Source: an optimization exercise on an open RTL-to-GDS flow (aim: small area and a short achievable clock period). Production flows keep margins and buffers that such runs may drop.
At most, simulation tests tie the RTL to the original design; equivalence was not proved.
Power and IR drop assume default switching activity.

==> v33 <==
## Convolution_with_pipeline
module Convolution_with_pipeline(clk, rst_n, in_valid, weight_valid, In_IFM_1, In_IFM_2, In_IFM_3, In_IFM_4, In_IFM_5, In_IFM_6, In_IFM_7, In_IFM_8, In_IFM_9, In_Weight_1, In_Weight_2, In_Weight_3, In_Weight_4, In_Weight_5, In_Weight_6, In_Weight_7, In_Weight_8, In_Weight_9, out_valid, Out_OFM);
clock: 5.0 ns
lec_check: 0
cap_margin: 20
core_margin: 2
core_utilization: 60
place_density: 0.75
setup_slack_margin: 2.1
slew_margin: 20
synth_hierarchical: 1
standard.sh (not shown) runs the stock make flow with config.mk's settings and CLKGATE_MAP_FILE= SYNTH_SCRIPT=/design/flow/synth_recipe.tcl, a recipe that flattens the netlist after the stock synthesis.
==> flow/flow/run.sh <==
#!/bin/bash
# The standard layout, with plain buffers on the ports instead of the
# delay cells buffer_ports picks by default. Each tool's log stays in orfs/logs;
# make's own output goes to standard.log.
set -euo pipefail
export BUFFER_PORTS_ARGS="-buffer_cell sky130_fd_sc_hd__buf_1"
export CTS_ARGS="-sink_clustering_enable -repair_clock_nets -dont_use_dummy_load -sink_clustering_size 20 -sink_clustering_max_diameter 100"
bash standard.sh > standard.log 2>&1
==> v27 (differences from v33) <==
==> flow/flow/run.sh (replaced) <==
#!/bin/bash
# The standard layout, with plain buffers on the ports instead of the
# delay cells buffer_ports picks by default. Each tool's log stays in orfs/logs;
# make's own output goes to standard.log.
set -euo pipefail
export BUFFER_PORTS_ARGS="-buffer_cell sky130_fd_sc_hd__buf_2"
export CTS_ARGS="-sink_clustering_enable -repair_clock_nets -dont_use_dummy_load -sink_clustering_size 20 -sink_clustering_max_diameter 100"
bash standard.sh > standard.log 2>&1
- SETUP_SLACK_MARGIN: 2.1 -> 1.8
==> v20 (differences from v33) <==
==> flow/flow/run.sh (replaced) <==
#!/bin/bash
# The standard layout, with plain buffers on the ports instead of the
# delay cells buffer_ports picks by default. Each tool's log stays in orfs/logs;
# make's own output goes to standard.log.
set -euo pipefail
export BUFFER_PORTS_ARGS="-buffer_cell sky130_fd_sc_hd__buf_2"
bash standard.sh > standard.log 2>&1
- CORE_UTILIZATION: 60 -> 40
- PLACE_DENSITY: 0.75 -> not set
- SETUP_SLACK_MARGIN: 2.1 -> 2.3
==> notes <==
In v27 the register-to-register slack is worse than in v20, by 0.23 ns.
In v20 the fmax is larger than in v33, by about 4.3%.
The highest hold slack belongs to v33, the lowest to v20.
Wire length: v20 > v33 > v27.
In v27 the clock skew is lower than in v20, by 0.0033 ns.
The lowest power belongs to v27, the highest to v20.
Between v33 and v27, the lower cell area is in v27 (gap 6.6%, measured against v27).
Between v27 and v33, the lower sequential share of layout area is in v33 (gap 1.6 points).

==> inputs of run A <==
Another version of the RTL of Convolution_with_pipeline (not shown whole).
==> flow/config.mk <==
export PLATFORM = sky130hd
export DESIGN_NAME = Convolution_with_pipeline
export DESIGN_NICKNAME = Convolution_with_pipeline
export VERILOG_FILES = /design/flow/design.v
export SDC_FILE = /design/flow/constraint.sdc
export NUM_CORES = 4
export LEC_CHECK = 0
export CAP_MARGIN = 20
export CORE_MARGIN = 2
export CORE_UTILIZATION = 60
export PLACE_DENSITY = 0.75
export SETUP_SLACK_MARGIN = 1.9
export SLEW_MARGIN = 20
export SYNTH_HIERARCHICAL = 1
==> flow/constraint.sdc <==
create_clock -name core_clock -period 5.0 [get_ports {clk}]
set_input_delay 1.0000 -clock core_clock [delete_from_list [all_inputs] [get_ports {clk}]]
set_output_delay 1.0000 -clock core_clock [all_outputs]
set_load 0.01 [all_outputs]
==> flow/flow/run.sh <==
#!/bin/bash
# The standard layout, with plain buffers on the ports instead of the
# delay cells buffer_ports picks by default. Each tool's log stays in orfs/logs;
# make's own output goes to standard.log.
set -euo pipefail
export BUFFER_PORTS_ARGS="-buffer_cell sky130_fd_sc_hd__buf_2"
export CTS_ARGS="-sink_clustering_enable -repair_clock_nets -dont_use_dummy_load -sink_clustering_size 20 -sink_clustering_max_diameter 100"
bash standard.sh > standard.log 2>&1
==> run Z (differences from run A) <==
--- a/flow/config.mk
+++ b/flow/config.mk
@@ -9,6 +9,6 @@
 export CORE_MARGIN = 2
 export CORE_UTILIZATION = 60
 export PLACE_DENSITY = 0.75
-export SETUP_SLACK_MARGIN = 1.9
+export SETUP_SLACK_MARGIN = 1.7
 export SLEW_MARGIN = 20
 export SYNTH_HIERARCHICAL = 1
==> comparison table <==
| quantity | run Z | run A |
|---|---|---|
| Outcome | complete, no violations | complete, no violations |
| Routed length per placed instance | 25.4 um | 27.4 um |
| Share of the final layout cell area in multi-input gates | 60.6% | 60.8% |
| Clock slew at the register clock pins of the worst setup and hold paths | 0.09 ns | 0.08 ns |
| Worst Hold Margin | 0.268 ns | 0.263 ns |
| Proportion of power drawn by the clock network | 9.2% | 8.7% |
| Static power due to leakage | 8.52 nW | 8.84 nW |
| Number of buffers and inverters on the critical path | 1 | 5 |
| Worst Setup Slack post-DPL | 1.49 ns | 1.57 ns |
| Wire length of the first global-routing pass | 85400 um | 88900 um |
| Met2 wire length | 27400 um | 29800 um |
| Routing usage on met2 | 53.1% | 55.6% |
| Sequential cell area in the final layout | 6070 um2 | 6120 um2 |
| Register fraction of the total cell area | 25.9% | 24.7% |
| Clock latency on the worst-skew pair | 0.51 ns | 0.52 ns |
| Number of vias per cell after detailed routing | 5.89 | 6.01 |
| Max stage delay cell, worst path | sky130_fd_sc_hd__fa_1 | sky130_fd_sc_hd__dfxtp_4 |
| Area used by multi-input combinational logic | 14200 um2 | 15100 um2 |
| Post-cts resize count | 79 | 308 |
| Violation count after the first detailed-route iteration | 1357 | 1582 |
| Switching power as a share of total power | 43.9% | 43.9% |
Function was not checked in any run of this note: the RTL went through the layout flow alone.

==> inputs of branch sierra <==
Convolution_with_pipeline with an RTL version that a note above also has.
Settings: LEC_CHECK=0, CAP_MARGIN=20, CORE_MARGIN=2, CORE_UTILIZATION=60, GPL_ROUTABILITY_DRIVEN=0, PLACE_DENSITY=0.75, SETUP_SLACK_MARGIN=2.0, SLEW_MARGIN=20, SYNTH_HIERARCHICAL=1; clock period 5.0 ns.
Scripts as last shown in full above: flow/flow/run.sh
==> branch maple: changes against branch sierra <==
--- a/flow/flow/run.sh
+++ b/flow/flow/run.sh
@@ -6,3 +6,3 @@
 export BUFFER_PORTS_ARGS="-buffer_cell sky130_fd_sc_hd__buf_2"
-export CTS_ARGS="-sink_clustering_enable -repair_clock_nets -dont_use_dummy_load -sink_clustering_size 20 -sink_clustering_max_diameter 100"
+export CTS_ARGS="-sink_clustering_enable -repair_clock_nets -dont_use_dummy_load -sink_clustering_size 12 -sink_clustering_max_diameter 60 -buf_list sky130_fd_sc_hd__clkbuf_8"
 bash standard.sh > standard.log 2>&1
GPL_ROUTABILITY_DRIVEN = default   (was 0)
SETUP_SLACK_MARGIN = 2.1   (was 2.0)
TNS_END_PERCENT = 20   (was default)
==> branch fjord: changes against branch sierra <==
--- a/flow/flow/run.sh
+++ b/flow/flow/run.sh
@@ -6,3 +6,3 @@
 export BUFFER_PORTS_ARGS="-buffer_cell sky130_fd_sc_hd__buf_2"
-export CTS_ARGS="-sink_clustering_enable -repair_clock_nets -dont_use_dummy_load -sink_clustering_size 20 -sink_clustering_max_diameter 100"
+export CTS_ARGS="-sink_clustering_enable -repair_clock_nets -dont_use_dummy_load -sink_clustering_size 30 -sink_clustering_max_diameter 150"
 bash standard.sh > standard.log 2>&1
CORE_UTILIZATION = 40   (was 60)
GPL_ROUTABILITY_DRIVEN = default   (was 0)
PLACE_DENSITY = default   (was 0.75)
SETUP_SLACK_MARGIN = 2.1   (was 2.0)
==> branch willow: changes against branch sierra <==
--- a/flow/flow/run.sh
+++ b/flow/flow/run.sh
@@ -6,3 +6,3 @@
 export BUFFER_PORTS_ARGS="-buffer_cell sky130_fd_sc_hd__buf_2"
-export CTS_ARGS="-sink_clustering_enable -repair_clock_nets -dont_use_dummy_load -sink_clustering_size 20 -sink_clustering_max_diameter 100"
+export CTS_ARGS="-sink_clustering_enable -repair_clock_nets -dont_use_dummy_load -sink_clustering_size 12 -sink_clustering_max_diameter 60 -buf_list sky130_fd_sc_hd__clkbuf_8"
 bash standard.sh > standard.log 2>&1
GPL_ROUTABILITY_DRIVEN = default   (was 0)
TNS_END_PERCENT = 5   (was default)
==> results.json <==
{
  "status": "complete, no violations",
  "p_total_mw": 16.77,
  "multi_input_area_um2": 14940,
  "dr.pass1.iters": 8,
  "use_met3": 0.1018,
  "post_cts_buffers": 0,
  "dr_wl_met2_mm": 28.33
}
the above is filed under branch willow

==> results.json <==
{
  "status": "complete, no violations",
  "dr_wl_met2_mm": 34.79,
  "multi_input_area_um2": 16250,
  "top_register": "r1",
  "yosys.area_share.simple": 0.1139,
  "p_total_mw": 17.10,
  "multi_input_area_share": 0.6413,
  "post_cts_buffers": 12
}
the above is filed under branch fjord

==> results.json <==
{
  "post_cts_buffers": 4,
  "dr_wl_met2_mm": 29.94,
  "status": "complete, no violations",
  "p_total_mw": 17.14,
  "multi_input_area_um2": 15270
}
the above is filed under branch maple

==> results.json <==
{
  "fmax_ghz": 0.3329,
  "use_met3": 0.08929,
  "dr_wl_met2_mm": 29.16,
  "dp_hpwl_mm": 51.46,
  "synth_ff_type": "dfxtp_1",
  "status": "complete, no violations",
  "post_cts_buffers": 0,
  "p_total_mw": 17.41
}
the above is filed under branch sierra


==> inputs of job 4857 <==
Another version of the RTL of Convolution_with_pipeline (not shown whole).
clock: 5.0 ns
lec_check: 0
abc_clock_period_in_ps: 1000
cap_margin: 20
core_margin: 2
core_utilization: 60
place_density: 0.75
setup_slack_margin: 2.1
slew_margin: 20
synth_hierarchical: 1
==> flow/flow/run.sh <==
#!/bin/bash
# The standard layout, with plain buffers on the ports instead of the
# delay cells buffer_ports picks by default. Each tool's log stays in orfs/logs;
# make's own output goes to standard.log.
set -euo pipefail
export BUFFER_PORTS_ARGS="-buffer_cell sky130_fd_sc_hd__buf_2"
export CTS_ARGS="-sink_clustering_enable -repair_clock_nets -dont_use_dummy_load -sink_clustering_size 20 -sink_clustering_max_diameter 100"
bash standard.sh > standard.log 2>&1
==> inputs of job 2527, as changes to job 4857 <==
--- a/flow/design.v
+++ b/flow/design.v
@@ -661,29 +661,10 @@
 wire G1268, P1269;
 wire G1270, P1271;
 wire G1272, P1273;
 wire G1274, P1275;
 wire G1276, P1277;
-wire x1278;
-wire x1279;
-wire x1280;
-wire x1281;
-wire x1282;
-wire x1283;
-wire x1284;
-wire x1285;
-wire x1286;
-wire x1287;
-wire x1288;
-wire x1289;
-wire x1290;
-wire x1291;
-wire x1292;
-wire x1293;
-wire x1294;
-wire x1295;
-wire x1296;
 reg [7:0] w0, w1, w2, w3, w4, w5, w6, w7, w8;
 always @(posedge clk) if (weight_valid) begin
   w0 <= In_Weight_1;
   w1 <= In_Weight_2;
   w2 <= In_Weight_3;
@@ -2225,30 +2206,11 @@
 assign P1273 = P1265 & P1141;
 assign G1274 = G1266 | (P1267 & G1178);
 assign P1275 = P1267 & P1179;
 assign G1276 = G1268 | (P1269 & G1180);
 assign P1277 = P1269 & P1181;
-cv_x ux1278 (.a(p1103), .b(g1100), .y(x1278));
-cv_x ux1279 (.a(p1105), .b(G1140), .y(x1279));
-cv_x ux1280 (.a(p1107), .b(G1178), .y(x1280));
-cv_x ux1281 (.a(p1109), .b(G1180), .y(x1281));
-cv_x ux1282 (.a(p1111), .b(G1214), .y(x1282));
-cv_x ux1283 (.a(p1113), .b(G1216), .y(x1283));
-cv_x ux1284 (.a(p1115), .b(G1218), .y(x1284));
-cv_x ux1285 (.a(p1117), .b(G1220), .y(x1285));
-cv_x ux1286 (.a(p1119), .b(G1246), .y(x1286));
-cv_x ux1287 (.a(p1121), .b(G1248), .y(x1287));
-cv_x ux1288 (.a(p1123), .b(G1250), .y(x1288));
-cv_x ux1289 (.a(p1125), .b(G1252), .y(x1289));
-cv_x ux1290 (.a(p1127), .b(G1254), .y(x1290));
-cv_x ux1291 (.a(p1129), .b(G1256), .y(x1291));
-cv_x ux1292 (.a(p1131), .b(G1258), .y(x1292));
-cv_x ux1293 (.a(p1133), .b(G1260), .y(x1293));
-cv_x ux1294 (.a(p1135), .b(G1270), .y(x1294));
-cv_x ux1295 (.a(p1137), .b(G1272), .y(x1295));
-cv_x ux1296 (.a(p1139), .b(G1274), .y(x1296));
-wire [19:0] sum1099 = {x1296, x1295, x1294, x1293, x1292, x1291, x1290, x1289, x1288, x1287, x1286, x1285, x1284, x1283, x1282, x1281, x1280, x1279, x1278, p1101};
+wire [19:0] sum1099 = {(p1139 ^ G1274), (p1137 ^ G1272), (p1135 ^ G1270), (p1133 ^ G1260), (p1131 ^ G1258), (p1129 ^ G1256), (p1127 ^ G1254), (p1125 ^ G1252), (p1123 ^ G1250), (p1121 ^ G1248), (p1119 ^ G1246), (p1117 ^ G1220), (p1115 ^ G1218), (p1113 ^ G1216), (p1111 ^ G1214), (p1109 ^ G1180), (p1107 ^ G1178), (p1105 ^ G1140), (p1103 ^ g1100), p1101};
 reg [19:0] r3;
 always @(posedge clk) begin
   r3[0] <= sum1099[0];
   r3[1] <= sum1099[1];
   r3[2] <= sum1099[2];
@@ -2280,8 +2242,5 @@
 assign g = ~(an | bn);
 endmodule
 module cv_p(input an, input bn, output p);
 assign p = an ^ bn;
 endmodule
-module cv_x(input a, input b, output y);
-assign y = a ^ b;
-endmodule
- ABC_CLOCK_PERIOD_IN_PS: 1000 -> default
==> comparison <==
Between job 2527 and job 4857, the lower synthesized area is in job 4857 (gap about 0.47%, measured against job 4857).
Of job 2527 and job 4857, job 4857 has the higher total power (gap 1.3%, measured against job 4857).
In register-to-register slack, job 4857 and job 2527 hardly differ.
Of job 2527 and job 4857, job 4857 has the higher first-iteration DRC count (gap 20%, measured against job 4857).
Of job 2527 and job 4857, job 2527 has the higher critical path depth (gap 1).
In clock power, job 2527 and job 4857 hardly differ.
No functional check of the RTL was part of any run of this note.

==> static timing again, ports no longer ideal <==
In the flow no input, the clock included, has a driving cell. The finished layouts below were timed again as built, in two steps. Step 1: set_driving_cell puts a clkbuf_16 on clk and a buf_2 on each other input, an assumption about the parent block. Step 2 times the ports against the registers' clock, not the clock port: input delays grow and output delays shrink by t, the midpoint of the rising clock arrivals with the driver on. a / b / c = no drivers / after step 1 / after step 2; a / b = the first two.
| run | t, ns | setup WS [ns] | worst setup path after step 2 | cell pins on the clock port's net |
|---|---|---|---|---|
| v33 | 0.577 | 1.910 / 1.653 / 1.076 | input to register | 1 |
| v27 | 0.581 | 1.871 / 1.843 / 1.262 | input to register | 1 |
| v20 | 0.623 | 2.038 / 1.684 / 1.061 | input to register | 1 |
| run A | 0.558 | 1.606 / 1.552 / 1.610 | register to register | 1 |
| run Z | 0.540 | 1.648 / 1.648 / 1.648 | register to register | 1 |
| branch sierra | 0.576 | 1.996 / 1.872 / 1.296 | input to register | 1 |
| branch maple | 0.613 | 1.995 / 1.890 / 1.277 | input to register | 1 |
| branch fjord | 0.578 | 1.972 / 1.782 / 1.204 | input to register | 1 |
| branch willow | 0.639 | 1.940 / 1.907 / 1.268 | input to register | 1 |
| job 4857 | 0.581 | 2.039 / 1.703 / 1.122 | input to register | 1 |
| job 2527 | 0.577 | 1.911 / 1.771 / 1.194 | input to register | 1 |
After both steps every run listed still meets setup and hold. For v20, which loses most, drivers alone change the setup slack by -0.354 ns; drivers and shift together by -0.977 ns.
